Context: an optimization exercise on an open-source flow, tuned for small area and a short achievable clock period. The choices shown serve that exercise and are no tape-out recipe.
RTL that was checked went through simulation tests only; none was proved equivalent to the original.

Setup of north:
==> module hd_calcu_4m, before the edit <==
module hd_calcu_4m(input [15:0] a,
                   output [4:0] hd
                  );
  wire c0, s0, c1, s1, c2, s2, c3, s3, c4, s4, c5, s5, c6, s6, c7, s7, c8, s8, c9, s9, c10, s10, c11, s11, c12, s12, c13, s13, c14, s14;
  ham_fa f0 (a[0], a[10], a[11], c0, s0);
  ham_fa f1 (a[12], a[13], a[14], c1, s1);
  ham_fa f2 (a[15], a[1], a[2], c2, s2);
  ham_fa f3 (a[3], a[4], a[5], c3, s3);
  ham_fa f4 (a[6], a[7], a[8], c4, s4);
  ham_fa f5 (a[9], s0, s1, c5, s5);
  ham_ha h6 (s2, s3, c6, s6);
  ham_fa f7 (s4, s6, s5, c7, s7);
  ham_fa f8 (c0, c1, c2, c8, s8);
  ham_fa f9 (c3, c4, c6, c9, s9);
  ham_ha h10 (c5, s8, c10, s10);
  ham_fa f11 (s9, s10, c7, c11, s11);
  ham_fa f12 (c8, c10, c9, c12, s12);
  ham_ha h13 (s12, c11, c13, s13);
  ham_ha h14 (c12, c13, c14, s14);
  assign hd[0] = s7;
  assign hd[1] = s11;
  assign hd[2] = s13;
  assign hd[3] = s14;
  assign hd[4] = c14;
endmodule
==> module ham, before the edit <==
module ham(data_in, data_out, clk, resetn);
input [31:0] data_in;
input clk, resetn;
output reg [33:0] data_out;
wire p1 = data_out[1];
wire p0 = data_out[0];
wire [15:0] va, vb, vn;
genvar k;
generate
  for (k = 0; k < 16; k = k + 1) begin : pr
    ham_pair pp(data_in[2*k+1], data_in[2*k], data_out[2*k+3], data_out[2*k+2],
                va[k], vb[k], vn[k]);
  end
endgenerate
wire [4:0] A, B, N;
hd_calcu_4m ca(va, A);
hd_calcu_4m cb(vb, B);
hd_calcu_4m cn(vn, N);
function cout5;
  input [4:0] u, v;
  input c;
  reg cy;
  integer j;
  begin
    cy = c;
    for (j = 0; j < 5; j = j + 1)
      cy = (u[j] & v[j]) | (u[j] & cy) | (v[j] & cy);
    cout5 = cy;
  end
endfunction
wire [4:0] a8n = ~{A[4] | A[3], ~A[3], A[2:0]};
wire [4:0] rs, rc;
genvar m;
generate
  for (m = 0; m < 5; m = m + 1) begin : rw
    ham_fa f(B[m], a8n[m], N[m], rc[m], rs[m]);
  end
endgenerate
wire ie = A[4] | (A[3] & (~p1 | A[2] | A[1] | A[0]));
wire io = B[4] | (B[3] & (~(p1 & p0) | B[2] | B[1] | B[0])) |
          (~p1 & ~p0 & B[2] & B[1] & B[0]);
wire se = N[4] | (N[3] & (p0 | ~p1 | N[2] | N[1] | N[0])) |
          (p0 & ~p1 & N[2] & N[1] & N[0]);
wire so = rc[4] | cout5(rs, {rc[3:0], 1'b0}, ~p1);
wire is = cout5(A, ~N, ~p0);
wire eo = cout5(B, ~A, ~p0);
wire sel_i = ie & io & is;
wire sel_s = ~is & se & so;
wire sel_e = ~ie & ~se & eo;
wire c1 = ~sel_i & ~sel_s;
wire c0 = ~sel_i & ~sel_e;
wire [33:0] nxt;
assign nxt[1:0] = {c1, c0};
genvar g;
generate
  for (g = 0; g < 2; g = g + 1) begin : og
    wire gs, gi1, gi0;
    ham_ctl ct(ie, io, is, se, so, eo, gs, gi1, gi0);
    for (k = 8*g; k < 8*g + 8; k = k + 1) begin : ob
      ham_obit o1(gs, data_in[2*k],   data_in[2*k+1], gi1, nxt[2*k+3]);
      ham_obit o0(gs, data_in[2*k+1], data_in[2*k],   gi0, nxt[2*k+2]);
    end
  end
endgenerate
always @(posedge clk, negedge resetn)
begin
  if (!resetn)
    data_out <= 34'd0;
  else
    data_out <= nxt;
end
endmodule
==> module ham_ctl, before the edit <==
module ham_ctl(input ie, input io, input is, input se, input so, input eo,
               output s, output inv1, output inv0);
  wire sel_i = ie & io & is;
  wire sel_e = ~ie & ~se & eo;
  assign s    = ~is & se & so;
  assign inv1 = ~sel_e;
  assign inv0 = sel_i | sel_e;
endmodule
Settings: LEC_CHECK=0, CAP_MARGIN=20, CORE_MARGIN=2, CORE_UTILIZATION=60, CTS_BUF_LIST=sky130_fd_sc_hd__clkbuf_8, SETUP_SLACK_MARGIN=4.5, SLEW_MARGIN=20, SYNTH_HIERARCHICAL=1, SYNTH_MINIMUM_KEEP_SIZE=0; clock period 12.5 ns.
standard.sh (not shown) runs the stock make flow with config.mk's settings and CLKGATE_MAP_FILE= SYNTH_SCRIPT=/design/flow/synth_recipe.tcl, a recipe that flattens the netlist after the stock synthesis.
==> flow/flow/run.sh <==
#!/bin/bash
set -euo pipefail
export BUFFER_PORTS_ARGS="-buffer_cell sky130_fd_sc_hd__buf_1"
bash standard.sh > standard.log 2>&1
diff inputs: north => south
--- a/flow/design.v
+++ b/flow/design.v
@@ -6,18 +6,18 @@
   ham_fa f1 (a[12], a[13], a[14], c1, s1);
   ham_fa f2 (a[15], a[1], a[2], c2, s2);
   ham_fa f3 (a[3], a[4], a[5], c3, s3);
   ham_fa f4 (a[6], a[7], a[8], c4, s4);
   ham_fa f5 (a[9], s0, s1, c5, s5);
-  ham_ha h6 (s2, s3, c6, s6);
-  ham_fa f7 (s4, s6, s5, c7, s7);
+  ham_fa f6 (s2, s3, s4, c6, s6);
+  ham_ha h7 (s5, s6, c7, s7);
   ham_fa f8 (c0, c1, c2, c8, s8);
-  ham_fa f9 (c3, c4, c6, c9, s9);
-  ham_ha h10 (c5, s8, c10, s10);
-  ham_fa f11 (s9, s10, c7, c11, s11);
-  ham_fa f12 (c8, c10, c9, c12, s12);
-  ham_ha h13 (s12, c11, c13, s13);
+  ham_fa f9 (c3, c4, c5, c9, s9);
+  ham_fa f10 (c6, s8, c7, c10, s10);
+  ham_ha h11 (s9, s10, c11, s11);
+  ham_fa f12 (c8, c9, c10, c12, s12);
+  ham_ha h13 (c11, s12, c13, s13);
   ham_ha h14 (c12, c13, c14, s14);
   assign hd[0] = s7;
   assign hd[1] = s11;
   assign hd[2] = s13;
   assign hd[3] = s14;
@@ -64,11 +64,11 @@
 wire [4:0] a8n = ~{A[4] | A[3], ~A[3], A[2:0]};
 wire [4:0] rs, rc;
 genvar m;
 generate
   for (m = 0; m < 5; m = m + 1) begin : rw
-    ham_fa f(B[m], a8n[m], N[m], rc[m], rs[m]);
+    ham_fa f(B[m], N[m], a8n[m], rc[m], rs[m]);
   end
 endgenerate
 wire ie = A[4] | (A[3] & (~p1 | A[2] | A[1] | A[0]));
 wire io = B[4] | (B[3] & (~(p1 & p0) | B[2] | B[1] | B[0])) |
           (~p1 & ~p0 & B[2] & B[1] & B[0]);
@@ -80,38 +80,27 @@
 wire sel_i = ie & io & is;
 wire sel_s = ~is & se & so;
 wire sel_e = ~ie & ~se & eo;
 wire c1 = ~sel_i & ~sel_s;
 wire c0 = ~sel_i & ~sel_e;
+wire inv1 = ~sel_e;           
+wire inv0 = sel_i | sel_e;    
 wire [33:0] nxt;
 assign nxt[1:0] = {c1, c0};
-genvar g;
 generate
-  for (g = 0; g < 2; g = g + 1) begin : og
-    wire gs, gi1, gi0;
-    ham_ctl ct(ie, io, is, se, so, eo, gs, gi1, gi0);
-    for (k = 8*g; k < 8*g + 8; k = k + 1) begin : ob
-      ham_obit o1(gs, data_in[2*k],   data_in[2*k+1], gi1, nxt[2*k+3]);
-      ham_obit o0(gs, data_in[2*k+1], data_in[2*k],   gi0, nxt[2*k+2]);
-    end
+  for (k = 0; k < 16; k = k + 1) begin : ob
+    ham_obit o1(sel_s, data_in[2*k],   data_in[2*k+1], inv1, nxt[2*k+3]);
+    ham_obit o0(sel_s, data_in[2*k+1], data_in[2*k],   inv0, nxt[2*k+2]);
   end
 endgenerate
 always @(posedge clk, negedge resetn)
 begin
   if (!resetn)
     data_out <= 34'd0;
   else
     data_out <= nxt;
 end
-endmodule
-module ham_ctl(input ie, input io, input is, input se, input so, input eo,
-               output s, output inv1, output inv0);
-  wire sel_i = ie & io & is;
-  wire sel_e = ~ie & ~se & eo;
-  assign s    = ~is & se & so;
-  assign inv1 = ~sel_e;
-  assign inv0 = sel_i | sel_e;
 endmodule
 module ham_obit(input s, input u, input v, input inv, output o);
   assign o = s ? u : v ^ inv;
 endmodule
 module ham_pair(input d1, input d0, input q1, input q0,
### Flow results
Density: south sparser than north. Critical path startpoint = data_in[24]: north; critical path startpoint = data_in[9]: south. south: no failed stages, no open violations at the end. Count of max-cap constraint violations came out exactly the same in north and south. Final cycle utilization of the critical path ends up higher on south. Summary of south over north: count of nets after finishing went down by about 3%, clock distribution area overhead in the final layout went down by 0.40 points, clock latency at the later pin of the worst-skew pair was more or less identical.
For north, only the layout was checked, not whether the RTL still works.

---

## harbor
Another version of the RTL of ham (not shown whole).
Size: roughly 510 cells after synthesis, about 34 flip-flops, about 68 I/O pins, ~4100 um^2 of cells after synthesis.
==> module ham, before the edit <==
module ham(data_in, data_out, clk, resetn);
input [31:0] data_in;
input clk, resetn;
output reg [33:0] data_out;
wire p1 = data_out[1];
wire p0 = data_out[0];
wire [15:0] va, vb, vn;
genvar k;
generate
  for (k = 0; k < 16; k = k + 1) begin : pr
    wire d1 = data_in[2*k+1];
    wire d0 = data_in[2*k];
    wire q1 = data_out[2*k+3];
    wire q0 = data_out[2*k+2];
    wire y  = q1 ^ q0;
    assign va[k] = d1 ^ q1;
    assign vb[k] = d0 ^ q0;
    assign vn[k] = y ? va[k] : ~vb[k];
  end
endgenerate
wire [4:0] A, B, N;
hd_calcu_4m ca(va, A);
hd_calcu_4m cb(vb, B);
hd_calcu_4m cn(vn, N);
function cout5;
  input [4:0] u, v;
  input c;
  reg cy;
  integer j;
  begin
    cy = c;
    for (j = 0; j < 5; j = j + 1)
      cy = (u[j] & v[j]) | (u[j] & cy) | (v[j] & cy);
    cout5 = cy;
  end
endfunction
wire [4:0] a8n = ~{A[4] | A[3], ~A[3], A[2:0]};
wire [4:0] rs, rc;
genvar m;
generate
  for (m = 0; m < 5; m = m + 1) begin : rw
    ham_fa f(B[m], N[m], a8n[m], rc[m], rs[m]);
  end
endgenerate
wire ie = A[4] | (A[3] & (~p1 | A[2] | A[1] | A[0]));
wire io = B[4] | (B[3] & (~(p1 & p0) | B[2] | B[1] | B[0])) |
          (~p1 & ~p0 & B[2] & B[1] & B[0]);
wire se = N[4] | (N[3] & (p0 | ~p1 | N[2] | N[1] | N[0])) |
          (p0 & ~p1 & N[2] & N[1] & N[0]);
wire so = rc[4] | cout5(rs, {rc[3:0], 1'b0}, ~p1);
wire is = cout5(A, ~N, ~p0);
wire eo = cout5(B, ~A, ~p0);
wire sel_i = ie & io & is;
wire sel_s = ~is & se & so;
wire sel_e = ~ie & ~se & eo;
wire c1 = ~sel_i & ~sel_s;
wire c0 = ~sel_i & ~sel_e;
wire inv1 = ~(c1 & ~c0);    
wire inv0 = ~(c1 & c0);     
reg [33:0] nxt;
integer i;
always @(*) begin
  nxt[1:0] = {c1, c0};
  for (i = 0; i < 16; i = i + 1) begin
    nxt[2*i+3] = sel_s ? data_in[2*i]   : data_in[2*i+1] ^ inv1;
    nxt[2*i+2] = sel_s ? data_in[2*i+1] : data_in[2*i]   ^ inv0;
  end
end
always @(posedge clk, negedge resetn)
begin
  if (!resetn)
    data_out <= 34'd0;
  else
    data_out <= nxt;
end
endmodule
clock: 12.5 ns
lec_check: 0
abc_area: 1
cap_margin: 20
core_margin: 2
core_utilization: 60
cts_buf_list: sky130_fd_sc_hd__clkbuf_8
setup_slack_margin: 5
slew_margin: 20
synth_hierarchical: 1
synth_minimum_keep_size: 0
Scripts as last shown in full above: flow/flow/run.sh
For garnet, these inputs were changed with respect to harbor:
--- a/flow/design.v
+++ b/flow/design.v
@@ -36,54 +36,48 @@
 input clk, resetn;
 output reg [33:0] data_out;
 wire p1 = data_out[1];
 wire p0 = data_out[0];
-wire [15:0] va, vb, vn;
+wire [15:0] va, vb, vn, vz;
 genvar k;
 generate
   for (k = 0; k < 16; k = k + 1) begin : pr
     wire d1 = data_in[2*k+1];
     wire d0 = data_in[2*k];
     wire q1 = data_out[2*k+3];
     wire q0 = data_out[2*k+2];
-    wire y  = q1 ^ q0;
+    wire x  = d1 ^ d0;
     assign va[k] = d1 ^ q1;
     assign vb[k] = d0 ^ q0;
-    assign vn[k] = y ? va[k] : ~vb[k];
+    assign vn[k] = x ? va[k] : ~vb[k];
+    assign vz[k] = x ? ~vb[k] : va[k];
   end
 endgenerate
-wire [4:0] A, B, N;
+wire [4:0] A, B, N, Z;
 hd_calcu_4m ca(va, A);
 hd_calcu_4m cb(vb, B);
 hd_calcu_4m cn(vn, N);
-function cout5;
+hd_calcu_4m cz(vz, Z);
+function geq;
   input [4:0] u, v;
   input c;
   reg cy;
   integer j;
   begin
-    cy = c;
+    cy = ~c;
     for (j = 0; j < 5; j = j + 1)
-      cy = (u[j] & v[j]) | (u[j] & cy) | (v[j] & cy);
-    cout5 = cy;
+      cy = (u[j] & ~v[j]) | (u[j] & cy) | (~v[j] & cy);
+    geq = cy;
   end
 endfunction
-wire [4:0] a8n = ~{A[4] | A[3], ~A[3], A[2:0]};
-wire [4:0] rs, rc;
-genvar m;
-generate
-  for (m = 0; m < 5; m = m + 1) begin : rw
-    ham_fa f(B[m], N[m], a8n[m], rc[m], rs[m]);
-  end
-endgenerate
 wire ie = A[4] | (A[3] & (~p1 | A[2] | A[1] | A[0]));
 wire io = B[4] | (B[3] & (~(p1 & p0) | B[2] | B[1] | B[0])) |
           (~p1 & ~p0 & B[2] & B[1] & B[0]);
 wire se = N[4] | (N[3] & (p0 | ~p1 | N[2] | N[1] | N[0])) |
           (p0 & ~p1 & N[2] & N[1] & N[0]);
-wire so = rc[4] | cout5(rs, {rc[3:0], 1'b0}, ~p1);
-wire is = cout5(A, ~N, ~p0);
-wire eo = cout5(B, ~A, ~p0);
+wire so = ~Z[4] & (~Z[3] | (~p1 & ~Z[2] & ~Z[1] & ~Z[0]));
+wire is = geq(A, N, p0);
+wire eo = geq(B, A, p0);
 wire sel_i = ie & io & is;
 wire sel_s = ~is & se & so;
 wire sel_e = ~ie & ~se & eo;
 wire c1 = ~sel_i & ~sel_s;
## What came out
- Routability-driven placement congestion ratio on garnet is down relative to harbor.
- Layout multi-input combinational cell count: harbor and garnet compared, lower one is harbor
- Comparing harbor and garnet, non-clock buffer count is lower on garnet.
- garnet vs harbor — synthesized cell count climbed by a few percent
- Via count of the first global-routing pass: garnet vs harbor up 26
- Worst-case headroom to the max-slew limit improves in garnet relative to harbor.
- Data required time of the critical path of harbor is on par with garnet.
- Against harbor as the reference, garnet delivers a lower wire length per cell.
- The final reports for garnet and harbor show worst setup slack higher in the former.
- For the routed length on met1, garnet came in 2.2% higher than harbor did.
- In the reports for harbor and garnet, the smaller combined global-route utilization of all metal layers belongs to garnet.
- harbor was smaller in final cell area than garnet.
Only the layout flow was run in garnet; the RTL was not checked for function there.

[separate check: timing with driven ports]
In the flow no input, the clock included, has a driving cell. The finished layouts below were timed again as built, in two steps. Step 1 assumes that a clkbuf_16 drives the clock port and a buf_2 every other input. Step 2 moves the port delays by t, midway between the first and last clock arrival at a register: inputs arrive t later, outputs are due t later. That takes back most of the time a late clock gives input paths. Three values: ideal ports, drivers, drivers and shift; two values: the first two.
run	t (ns)	setup slack, ns	hold slack, ns
north	0.310	5.322 / 5.330 / 5.020	0.793 / 0.793 / 0.793
south	0.318	4.873 / 4.881 / 4.563	0.899 / 0.899 / 0.899
harbor	0.320	5.306 / 5.316 / 4.996	0.898 / 0.898 / 0.898
garnet	0.317	5.383 / 5.389 / 5.072	1.194 / 1.194 / 1.194
After both steps setup and hold are still met in every run listed. For garnet, which loses most, drivers alone change the setup slack by +0.006 ns; drivers and shift together by -0.311 ns.
